This is an optimization exercise on Yosys and OpenROAD, whose aim is small area, not a production implementation.
The RTL was checked by simulation tests, not by an equivalence proof against the original design.

Setup of north:
// yduck_soc
module yduck_soc (
	input wire clk,
	input wire rst,                  
	output wire [15:0] rom_addr,
	input wire [15:0] rom_data,
	input wire [15:0] gpio_in,
	output wire [15:0] gpio_out,
	output wire T0_PWM_P,
	output wire T0_PWM_N,
	output wire T1_PWM_P,
	output wire T1_PWM_N,
	input wire [3:0] intp_ext,
	input wire intp_s
);
localparam NF=4'h0, LD=4'h1, SV=4'h2, IN=4'h3, SW=4'h4, WR=4'h5, CR=4'h6, LA=4'h7,
           LO=4'h8, AD=4'h9, SB=4'ha, JW=4'hb, JA=4'hc, LL=4'hd, LR=4'he, TL=4'hf;
reg        rst_r;
reg [15:0] PC;
reg [15:0] rom_addr_r;
reg [15:0] DK;
reg [15:0] RX [2:14];
reg [15:0] idata_r;
reg        jpc, jpc_r, dwi;
reg        pcb_v;
reg [15:0] pcb_d;
reg [2:0]  state;
reg        sen;
reg [15:0] PC_r;
reg [15:0] mem [0:31];
reg [4:0]  ram_addr_r;
reg        ram_sel_r;
reg [15:0] rdata_r;
reg [15:0] gpio_in_reg, gpio_out_reg;
reg [15:0] TCTR, TATS0, TATS0_r, TCMP0, TCMP0_r, TCNT0, TATS1, TATS1_r, TCMP1, TCMP1_r, TCNT1;
reg        intp_T0, intp_T1;
reg [10:0] INTC;
reg [15:0] INT0, INT1;
reg [7:0]  intp_i_r, intp_i_rr;
reg        int_vld;
function [15:0] inc16(input [15:0] x);
	reg c;
	integer i;
	begin
		c = 1'b1;
		for (i = 0; i < 16; i = i + 1) begin
			inc16[i] = x[i] ^ c;
			c = c & x[i];
		end
	end
endfunction
assign rom_addr = rom_addr_r;
  ...
For scale: about 3800 cells after synthesis, roughly 46000 sq um of cells after synthesis.
==> flow/config.mk <==
export PLATFORM = sky130hd
export DESIGN_NAME = yduck_soc
export DESIGN_NICKNAME = yduck_soc
export VERILOG_FILES = /design/flow/design.v
export SDC_FILE = /design/flow/constraint.sdc
export NUM_CORES = 4
export LEC_CHECK = 0
export ABC_AREA = 1
export CAP_MARGIN = 20
export CORE_MARGIN = 2
export CORE_UTILIZATION = 50
export PLACE_DENSITY = 0.75
export SLEW_MARGIN = 20
==> flow/constraint.sdc <==
create_clock -name core_clock -period 12.0 [get_ports {clk}]
set_input_delay 2.4000 -clock core_clock [delete_from_list [all_inputs] [get_ports {clk}]]
set_output_delay 2.4000 -clock core_clock [all_outputs]
set_load 0.01 [all_outputs]
standard.sh (not shown) runs the stock make flow with config.mk's settings and CLKGATE_MAP_FILE= SYNTH_SCRIPT=/design/flow/synth_recipe.tcl, a recipe that flattens the netlist after the stock synthesis.
==> flow/flow/run.sh <==
#!/bin/bash
# Layout flow: the standard flow (standard.sh) with these changes:
#  - synthesis: ABC maps the combinational logic for area (three rounds) and leaves buffering and gate
#    sizing to OpenROAD's repair steps. Flip-flops are mapped (dfflibmap) before ABC runs,
#    so the registers, their names and cell types are those of the standard synthesis.
#  - clock tree: clkbuf_16 sink clusters of up to 24 flops, no dummy balancing loads.
#  - port buffers: buf_2 cells; buf_4 and buf_6 not used.
# Each tool's output goes to the ORFS logs under orfs/logs; make's own output to make.log.
set -euo pipefail
W=$(pwd)
cat > "$W/abc_area_nobuf.script" <<'EOT'
&get -n
&st
&dch
&nf -R 1000 -p
&put
&get -n
&st
&dch
&nf -R 1000 -p
&put
&get -n
&st
&dch
&nf -R 1000 -p
&put
topo
EOT
{
	head -n 1 "$W/synth_recipe.tcl"
	echo "proc abc {args} { set i [lsearch \$args -script]; if {\$i >= 0} { lset args [expr {\$i+1}] $W/abc_area_nobuf.script }; yosys abc {*}\$args }"
	tail -n +2 "$W/synth_recipe.tcl"
} > "$W/area_synth.tcl"
# The platform's don't-use cells, plus the mid-size buffers, so that OpenROAD's repair
# steps buffer high-fanout nets with buf_2 cells.
DONT_USE="sky130_fd_sc_hd__probe_p_8 sky130_fd_sc_hd__probec_p_8 sky130_fd_sc_hd__lpflow_bleeder_1 sky130_fd_sc_hd__lpflow_clkbufkapwr_1 sky130_fd_sc_hd__lpflow_clkbufkapwr_16 sky130_fd_sc_hd__lpflow_clkbufkapwr_2 sky130_fd_sc_hd__lpflow_clkbufkapwr_4 sky130_fd_sc_hd__lpflow_clkbufkapwr_8 sky130_fd_sc_hd__lpflow_clkinvkapwr_1 sky130_fd_sc_hd__lpflow_clkinvkapwr_16 sky130_fd_sc_hd__lpflow_clkinvkapwr_2 sky130_fd_sc_hd__lpflow_clkinvkapwr_4 sky130_fd_sc_hd__lpflow_clkinvkapwr_8 sky130_fd_sc_hd__lpflow_decapkapwr_12 sky130_fd_sc_hd__lpflow_decapkapwr_3 sky130_fd_sc_hd__lpflow_decapkapwr_4 sky130_fd_sc_hd__lpflow_decapkapwr_6 sky130_fd_sc_hd__lpflow_decapkapwr_8 sky130_fd_sc_hd__lpflow_inputiso0n_1 sky130_fd_sc_hd__lpflow_inputiso0p_1 sky130_fd_sc_hd__lpflow_inputiso1n_1 sky130_fd_sc_hd__lpflow_inputiso1p_1 sky130_fd_sc_hd__lpflow_inputisolatch_1 sky130_fd_sc_hd__lpflow_isobufsrc_1 sky130_fd_sc_hd__lpflow_isobufsrc_16 sky130_fd_sc_hd__lpflow_isobufsrc_2 sky130_fd_sc_hd__lpflow_isobufsrc_4 sky130_fd_sc_hd__lpflow_isobufsrc_8 sky130_fd_sc_hd__lpflow_isobufsrckapwr_16 sky130_fd_sc_hd__lpflow_lsbuf_lh_hl_isowell_tap_1 sky130_fd_sc_hd__lpflow_lsbuf_lh_hl_isowell_tap_2 sky130_fd_sc_hd__lpflow_lsbuf_lh_hl_isowell_tap_4 sky130_fd_sc_hd__lpflow_lsbuf_lh_isowell_4 sky130_fd_sc_hd__lpflow_lsbuf_lh_isowell_tap_1 sky130_fd_sc_hd__lpflow_lsbuf_lh_isowell_tap_2 sky130_fd_sc_hd__lpflow_lsbuf_lh_isowell_tap_4 sky130_fd_sc_hd__buf_4 sky130_fd_sc_hd__buf_6"
bash "$W/standard.sh" SYNTH_SCRIPT="$W/area_synth.tcl" \
	CTS_ARGS="-sink_clustering_enable -repair_clock_nets -sink_clustering_size 24 -sink_clustering_max_diameter 70 -buf_list sky130_fd_sc_hd__clkbuf_16 -dont_use_dummy_load" \
	BUFFER_PORTS_ARGS="-buffer_cell sky130_fd_sc_hd__buf_2" \
	DONT_USE_CELLS="$DONT_USE" \
	finish > "$W/make.log" 2>&1
#### Input delta (south over north)
Settings: PLACE_DENSITY removed (was 0.75).
==> flow/flow/run.sh <==
#!/bin/bash
# Layout flow: the standard flow (standard.sh) with these changes:
#  - synthesis: ABC maps the combinational logic for area and leaves buffering and gate
#    sizing to OpenROAD's repair steps. Flip-flops are mapped (dfflibmap) before ABC runs,
#    so the registers, their names and cell types are those of the standard synthesis.
#  - clock tree: clkbuf_16 sink clusters of up to 24 flops, no dummy balancing loads.
#  - port buffers: buf_2 cells.
# Each tool's output goes to the ORFS logs under orfs/logs; make's own output to make.log.
set -euo pipefail
W=$(pwd)
cat > "$W/abc_area_nobuf.script" <<'EOT'
&get -n
&st
&dch
&nf -R 1000 -p
&put
topo
EOT
{
	head -n 1 "$W/synth_recipe.tcl"
	echo "proc abc {args} { set i [lsearch \$args -script]; if {\$i >= 0} { lset args [expr {\$i+1}] $W/abc_area_nobuf.script }; yosys abc {*}\$args }"
	tail -n +2 "$W/synth_recipe.tcl"
} > "$W/area_synth.tcl"
bash "$W/standard.sh" SYNTH_SCRIPT="$W/area_synth.tcl" \
	CTS_ARGS="-sink_clustering_enable -repair_clock_nets -sink_clustering_size 24 -sink_clustering_max_diameter 70 -buf_list sky130_fd_sc_hd__clkbuf_16 -dont_use_dummy_load" \
	BUFFER_PORTS_ARGS="-buffer_cell sky130_fd_sc_hd__buf_2" \
	finish > "$W/make.log" 2>&1
--- outcome ---
- south leaves more setup margin than north.
- [compare] base=north new=south: total nets after synthesis rose by 2.6%, proportion of layout cells with a drive suffix above 1 has decreased.
Input-level comparison between east and south:
Settings: PLACE_DENSITY: unset -> 0.75.
--- a/flow/flow/run.sh
+++ b/flow/flow/run.sh
@@ -1,5 +1,5 @@
 #!/bin/bash
 # Layout flow: the standard flow (standard.sh) with these changes:
-#  - synthesis: ABC maps the combinational logic for area and leaves buffering and gate
+#  - synthesis: ABC maps the combinational logic for area (three rounds) and leaves buffering and gate
 #    sizing to OpenROAD's repair steps. Flip-flops are mapped (dfflibmap) before ABC runs,
 #    so the registers, their names and cell types are those of the standard synthesis.
@@ -10,4 +10,14 @@
 W=$(pwd)
 cat > "$W/abc_area_nobuf.script" <<'EOT'
+&get -n
+&st
+&dch
+&nf -R 1000 -p
+&put
+&get -n
+&st
+&dch
+&nf -R 1000 -p
+&put
 &get -n
 &st
==> run notes <==
[compare] base=south new=east: first-pass GRT wire length +about 6%, layout net count -92. Where worst setup slack is concerned, south is better than east. Looking at final critical-path required period, east sits 0.12 ns higher than south does.

-- afterwards: timing with drivers on the ports --
How much do the figures lean on ideal ports? The routed layouts below were timed once more, with nothing changed but the port constraints. Step 1 (the two cells are an assumption about what drives the block):
set clk [get_ports {clk}]
set_driving_cell -lib_cell sky130_fd_sc_hd__clkbuf_16 $clk
set_driving_cell -lib_cell sky130_fd_sc_hd__buf_2 [delete_from_list [all_inputs] $clk]
Step 2, shift: input delay + t, output delay - t, t = (earliest + latest rising clock arrival at the registers) / 2. This alone moves slack from input paths to output paths. Slacks: ideal / step 1 / step 2; pairs: ideal / step 1.
| run | t (ns) | setup slack, ns | clock arrival spread, ns | slew at the worst register clock pin (ns) |
|---|---|---|---|---|
| north | 0.696 | 0.606 / 0.606 / 0.606 | 0.141 / 0.141 | 0.10 / 0.10 |
| south | 0.756 | 0.771 / 0.771 / 0.771 | 0.081 / 0.081 | 0.10 / 0.10 |
| east | 0.742 | 0.648 / 0.648 / 0.648 | 0.111 / 0.111 | 0.10 / 0.10 |
After both steps setup and hold are still met in every run listed.
